Background: an optimization exercise with open tools, aiming at small area and a short achievable clock period. Do not read the settings as production practice.
Function was checked by simulation only, so behaviour that the tests miss may differ from the original.

## top
module top (input logic clk, rst,
            input logic enable, din,
            input logic signed [10:0] x,
            output logic signed [11:0] q,
            output logic spike);
==> flow/config.mk <==
export PLATFORM = sky130hd
export DESIGN_NAME = top
export DESIGN_NICKNAME = top
export VERILOG_FILES = /design/flow/design.v
export SDC_FILE = /design/flow/constraint.sdc
export NUM_CORES = 4
export LEC_CHECK = 0
export ABC_AREA = 1
export CAP_MARGIN = 20
export CORE_MARGIN = 2
export CORE_UTILIZATION = 40
export SETUP_SLACK_MARGIN = 5
export SLEW_MARGIN = 20
export SYNTH_HIERARCHICAL = 1
export SYNTH_MINIMUM_KEEP_SIZE = 0
==> flow/constraint.sdc <==
create_clock -name core_clock -period 12.0 [get_ports {clk}]
set_input_delay 2.4000 -clock core_clock [delete_from_list [all_inputs] [get_ports {clk}]]
set_output_delay 2.4000 -clock core_clock [all_outputs]
set_load 0.01 [all_outputs]
standard.sh (not shown) runs the stock make flow with config.mk's settings and CLKGATE_MAP_FILE= SYNTH_SCRIPT=/design/flow/synth_recipe.tcl, a recipe that flattens the netlist after the stock synthesis.
==> flow/flow/run.sh <==
#!/bin/bash
# Standard ORFS layout (the standard.sh), with timing repair aimed at a
# setup slack of 8.4 ns at the design's 12 ns clock, so that the resizer keeps
# improving paths that already meet 12 ns.  Logs: standard.log and orfs/logs.
set -euo pipefail
bash standard.sh SETUP_SLACK_MARGIN=8.4  BUFFER_PORTS_ARGS="-buffer_cell sky130_fd_sc_hd__buf_2" finish > standard.log 2>&1
The starting point finished with timing, DRC and antenna clean.
Edit:
==> flow/flow/run.sh (replaced) <==
#!/bin/bash
# Standard ORFS layout (the standard.sh), with timing repair aimed at a
# setup slack of 8.2 ns at the design's 12 ns clock, so that the resizer keeps
# improving paths that already meet 12 ns.  Logs: standard.log and orfs/logs.
set -euo pipefail
bash standard.sh SETUP_SLACK_MARGIN=8.2  BUFFER_PORTS_ARGS="-buffer_cell sky130_fd_sc_hd__buf_2" finish > standard.log 2>&1
After rerunning:
- synthesized area is unchanged
- critical path depth rose by 2
- register-to-register slack gets worse by 0.07 ns
- maximum frequency fell by 2.0%
- cell area fell by 5.3%
- via count fell by 1.4%
- clock skew fell by 0.0040 ns
- final cell count fell by 1.6%
- worst hold slack stays flat
Edit:
==> flow/flow/run.sh (replaced) <==
#!/bin/bash
# Standard ORFS layout (the standard.sh), with timing repair aimed at a
# setup slack of 8.3 ns at the design's 12 ns clock, so that the resizer keeps
# improving paths that already meet 12 ns.  Logs: standard.log and orfs/logs.
set -euo pipefail
bash standard.sh SETUP_SLACK_MARGIN=8.3  BUFFER_PORTS_ARGS="-buffer_cell sky130_fd_sc_hd__buf_2" finish > standard.log 2>&1
Settings changed: CTS_BUF_LIST set to sky130_fd_sc_hd__clkbuf_4 sky130_fd_sc_hd__clkbuf_8, CTS_CLUSTER_SIZE set to 20.
Worst setup slack gains 0.012 ns; cell area climbs by 2.6%; via count rose by 1.7%; register-to-register slack stays flat; utilization climbs by 1.2 points; routed wire length went up by 2.2%; die area is unchanged; cell count goes up by 1.7%.

top again, from the RTL that the note above started with.
==> flow/config.mk <==
export PLATFORM = sky130hd
export DESIGN_NAME = top
export DESIGN_NICKNAME = top
export VERILOG_FILES = /design/flow/design.v
export SDC_FILE = /design/flow/constraint.sdc
export NUM_CORES = 4
export LEC_CHECK = 0
export CAP_MARGIN = 20
export CORE_MARGIN = 2
export CORE_UTILIZATION = 40
export SETUP_SLACK_MARGIN = 5
export SLEW_MARGIN = 20
export SYNTH_HIERARCHICAL = 1
export SYNTH_MINIMUM_KEEP_SIZE = 0
==> flow/constraint.sdc <==
create_clock -name core_clock -period 12.0 [get_ports {clk}]
set_input_delay 2.4000 -clock core_clock [delete_from_list [all_inputs] [get_ports {clk}]]
set_output_delay 2.4000 -clock core_clock [all_outputs]
set_load 0.01 [all_outputs]
==> flow/flow/run.sh <==
#!/bin/bash
# Standard ORFS layout (the standard.sh), with timing repair aimed at a
# setup slack of 8.3 ns at the design's 12 ns clock, so that the resizer keeps
# improving paths that already meet 12 ns.  Logs: standard.log and orfs/logs.
set -euo pipefail
bash standard.sh SETUP_SLACK_MARGIN=8.3  BUFFER_PORTS_ARGS="-buffer_cell sky130_fd_sc_hd__buf_2" finish > standard.log 2>&1
Rerun with:
==> flow/flow/run.sh (replaced) <==
#!/bin/bash
# Standard ORFS layout (the standard.sh), with timing repair aimed at a
# setup slack of 8.1 ns at the design's 12 ns clock, so that the resizer keeps
# improving paths that already meet 12 ns.  Logs: standard.log and orfs/logs.
set -euo pipefail
bash standard.sh SETUP_SLACK_MARGIN=8.1  BUFFER_PORTS_ARGS="-buffer_cell sky130_fd_sc_hd__buf_2" finish > standard.log 2>&1
- ABC_AREA: unset -> 1
Outcome: Global-route usage is higher by 0.16 points; wire length rose by 1.2%; flip-flop and latch count does not change; final cell count went up by 14%.

== v6 ==
top again, from the RTL that the note above started with.
export LEC_CHECK = 0
export ABC_AREA = 1
export CAP_MARGIN = 20
export CORE_MARGIN = 2
export CORE_UTILIZATION = 40
export CTS_BUF_LIST = sky130_fd_sc_hd__clkbuf_8
export SETUP_SLACK_MARGIN = 5
export SLEW_MARGIN = 20
export SYNTH_HIERARCHICAL = 1
export SYNTH_MINIMUM_KEEP_SIZE = 0
create_clock -name core_clock -period 12.0 [get_ports {clk}]
==> flow/flow/run.sh <==
#!/bin/bash
# Standard ORFS layout (the standard.sh), with timing repair aimed at a
# setup slack of 8.3 ns at the design's 12 ns clock, so that the resizer keeps
# improving paths that already meet 12 ns.  Logs: standard.log and orfs/logs.
set -euo pipefail
bash standard.sh SETUP_SLACK_MARGIN=8.3  BUFFER_PORTS_ARGS="-buffer_cell sky130_fd_sc_hd__buf_2" finish > standard.log 2>&1
[inputs] v37 vs v6
# v6
export LEC_CHECK = 0
export ABC_AREA = 1
export CAP_MARGIN = 20
export CORE_MARGIN = 2
export CORE_UTILIZATION = 40
export CTS_BUF_LIST = sky130_fd_sc_hd__clkbuf_8
export SETUP_SLACK_MARGIN = 5
export SLEW_MARGIN = 20
export SYNTH_HIERARCHICAL = 1
export SYNTH_MINIMUM_KEEP_SIZE = 0
create_clock -name core_clock -period 12.0 [get_ports {clk}]
# v37
export LEC_CHECK = 0
export ABC_AREA = 1
export CAP_MARGIN = 20
export CORE_MARGIN = 2
export CORE_UTILIZATION = 40
export SETUP_SLACK_MARGIN = 5
export SLEW_MARGIN = 60
export SYNTH_HIERARCHICAL = 1
export SYNTH_MINIMUM_KEEP_SIZE = 0
create_clock -name core_clock -period 12.0 [get_ports {clk}]
--- a/flow/flow/run.sh
+++ b/flow/flow/run.sh
@@ -6 +6 @@
-bash standard.sh SETUP_SLACK_MARGIN=8.3  BUFFER_PORTS_ARGS="-buffer_cell sky130_fd_sc_hd__buf_2" finish > standard.log 2>&1
+bash standard.sh SETUP_SLACK_MARGIN=8.3 TNS_END_PERCENT=30 BUFFER_PORTS_ARGS="-buffer_cell sky130_fd_sc_hd__buf_2" finish > standard.log 2>&1
==> comparison <==
v6 completed; timing, DRC and antenna clean
Every stage of the flow completed for v37, and the final layout passed the timing, DRC and antenna checks.
Changes observed in v37 relative to v6: post-route minimum period went up 0.0098 ns, post-layout worst setup margin went down.
Diff v6 -> v37: fraction of final layout cells with drive strength greater than 1 dropped 1.6 points; final standard cell area without fillers dropped 110 um2; total number of vias barely changed.
Delta (v37 minus v6): final cell count lower, sequential cell area flat, fmax flat.
### v37 -> v22
# v37
export LEC_CHECK = 0
export ABC_AREA = 1
export CAP_MARGIN = 20
export CORE_MARGIN = 2
export CORE_UTILIZATION = 40
export SETUP_SLACK_MARGIN = 5
export SLEW_MARGIN = 60
export SYNTH_HIERARCHICAL = 1
export SYNTH_MINIMUM_KEEP_SIZE = 0
create_clock -name core_clock -period 12.0 [get_ports {clk}]
# v22
export LEC_CHECK = 0
export ABC_AREA = 1
export CAP_MARGIN = 20
export CORE_MARGIN = 2
export CORE_UTILIZATION = 40
export CTS_BUF_LIST = sky130_fd_sc_hd__clkbuf_4 sky130_fd_sc_hd__clkbuf_8
export CTS_CLUSTER_SIZE = 20
export SETUP_SLACK_MARGIN = 5
export SLEW_MARGIN = 20
export SYNTH_HIERARCHICAL = 1
export SYNTH_MINIMUM_KEEP_SIZE = 0
create_clock -name core_clock -period 12.0 [get_ports {clk}]
==> flow/flow/run.sh <==
#!/bin/bash
# Standard ORFS layout (the standard.sh), with timing repair aimed at a
# setup slack of 8.2 ns at the design's 12 ns clock, so that the resizer keeps
# improving paths that already meet 12 ns.  Logs: standard.log and orfs/logs.
set -euo pipefail
bash standard.sh SETUP_SLACK_MARGIN=8.2  BUFFER_PORTS_ARGS="-buffer_cell sky130_fd_sc_hd__buf_2" finish > standard.log 2>&1
[summary]
v22 finished every stage and its layout cleared the timing, DRC and antenna checks.
Looking only at clock-buffer cell count, and setting everything else aside, the higher value of v37 and v22 goes to v22.
There was hardly any difference in filler-free cell count of the finished design between v37 and v22.
In terms of reported max-cap violation count, v22 and v37 differ only marginally.
The lower proportion of cell area spent on the clock network of v37 and v22 is in v22.
v22 vs v37 — utilization dropped 1.2 points.
Re number of levels the H-tree was split into: v22 is 1 up on v37.
The run showing the smaller detailed-router iteration count before antenna repair is v22.
Number of inserted filler cells in the final layout in v22 is 52 higher than in v37
NOTE count of cells resized by post-cts repair v37->v22 increased by a few percent

Another version of the RTL of top (not shown whole).
Size in the first run: ~330 flip-flops, roughly 27,000 sq um of cells after synthesis.
Settings: LEC_CHECK=0, CAP_MARGIN=20, CORE_MARGIN=2, CORE_UTILIZATION=40, SLEW_MARGIN=20, SYNTH_HIERARCHICAL=1, SYNTH_MINIMUM_KEEP_SIZE=0; clock period 12.0 ns.
run.sh (not shown) runs the stock make flow with config.mk's settings and CLKGATE_MAP_FILE= SYNTH_SCRIPT=/design/flow/synth_recipe.tcl, a recipe that flattens the netlist after the stock synthesis.
Stock flow here: none of the scripts above is used.
Next try:
ABC_CLOCK_PERIOD_IN_PS = 3500   (was default)
SETUP_SLACK_MARGIN = 5   (was default)
SLEW_MARGIN = 60   (was 20)
- via count hardly moves
- critical path depth goes up by 1
- area after synthesis stays the same
- global-route usage barely changes
- wire length rises by 0.58%
- sequential cell count is unchanged
- sequential share of layout area hardly moves
- design area came out higher by 0.85%

## re-timing with driven ports
How much do the figures lean on ideal ports? The routed layouts below were timed once more, with nothing changed but the port constraints. Step 1 assumes that a clkbuf_16 drives the clock port and a buf_2 every other input. Step 2 also shifts input and output timing later by t, the mid clock arrival at the registers, as if the neighbouring blocks saw the same clock. a / b / c = ideal / step 1 / step 2; a / b = the first two.
| run | shift t [ns] | setup WS [ns] | clock arrival spread, ns | worst register clock-pin slew, ns | cell pins on the clock port's net |
|---|---|---|---|---|---|
| the first run of note 1 | 0.659 | 8.414 / 8.414 / 7.826 | 0.041 / 0.042 | 0.06 / 0.06 | 1 |
| the second run of note 1 | 0.659 | 8.339 / 8.339 / 7.760 | 0.042 / 0.043 | 0.06 / 0.06 | 1 |
| the third run of note 1 | 0.692 | 8.351 / 8.351 / 7.774 | 0.060 / 0.060 | 0.07 / 0.07 | 1 |
| the first run of note 2 | 0.649 | 8.070 / 8.070 / 7.671 | 0.016 / 0.017 | 0.07 / 0.07 | 1 |
| the second run of note 2 | 0.660 | 8.191 / 8.191 / 7.644 | 0.032 / 0.032 | 0.06 / 0.06 | 1 |
| v6 | 0.690 | 8.308 / 8.308 / 7.737 | 0.056 / 0.056 | 0.07 / 0.07 | 1 |
| v37 | 0.657 | 8.299 / 8.299 / 7.805 | 0.037 / 0.037 | 0.06 / 0.06 | 1 |
| v22 | 0.703 | 8.362 / 8.362 / 7.695 | 0.030 / 0.030 | 0.08 / 0.08 | 1 |
| the first run of note 4 | 0.619 | 6.857 / 6.857 / 6.764 | 0.029 / 0.029 | 0.06 / 0.06 | 1 |
| the second run of note 4 | 0.628 | 7.253 / 7.253 / 7.247 | 0.031 / 0.032 | 0.07 / 0.07 | 1 |
After both steps every run listed still meets setup and hold. For v22, which loses most, drivers alone change the setup slack by 0.000 ns; drivers and shift together by -0.667 ns.
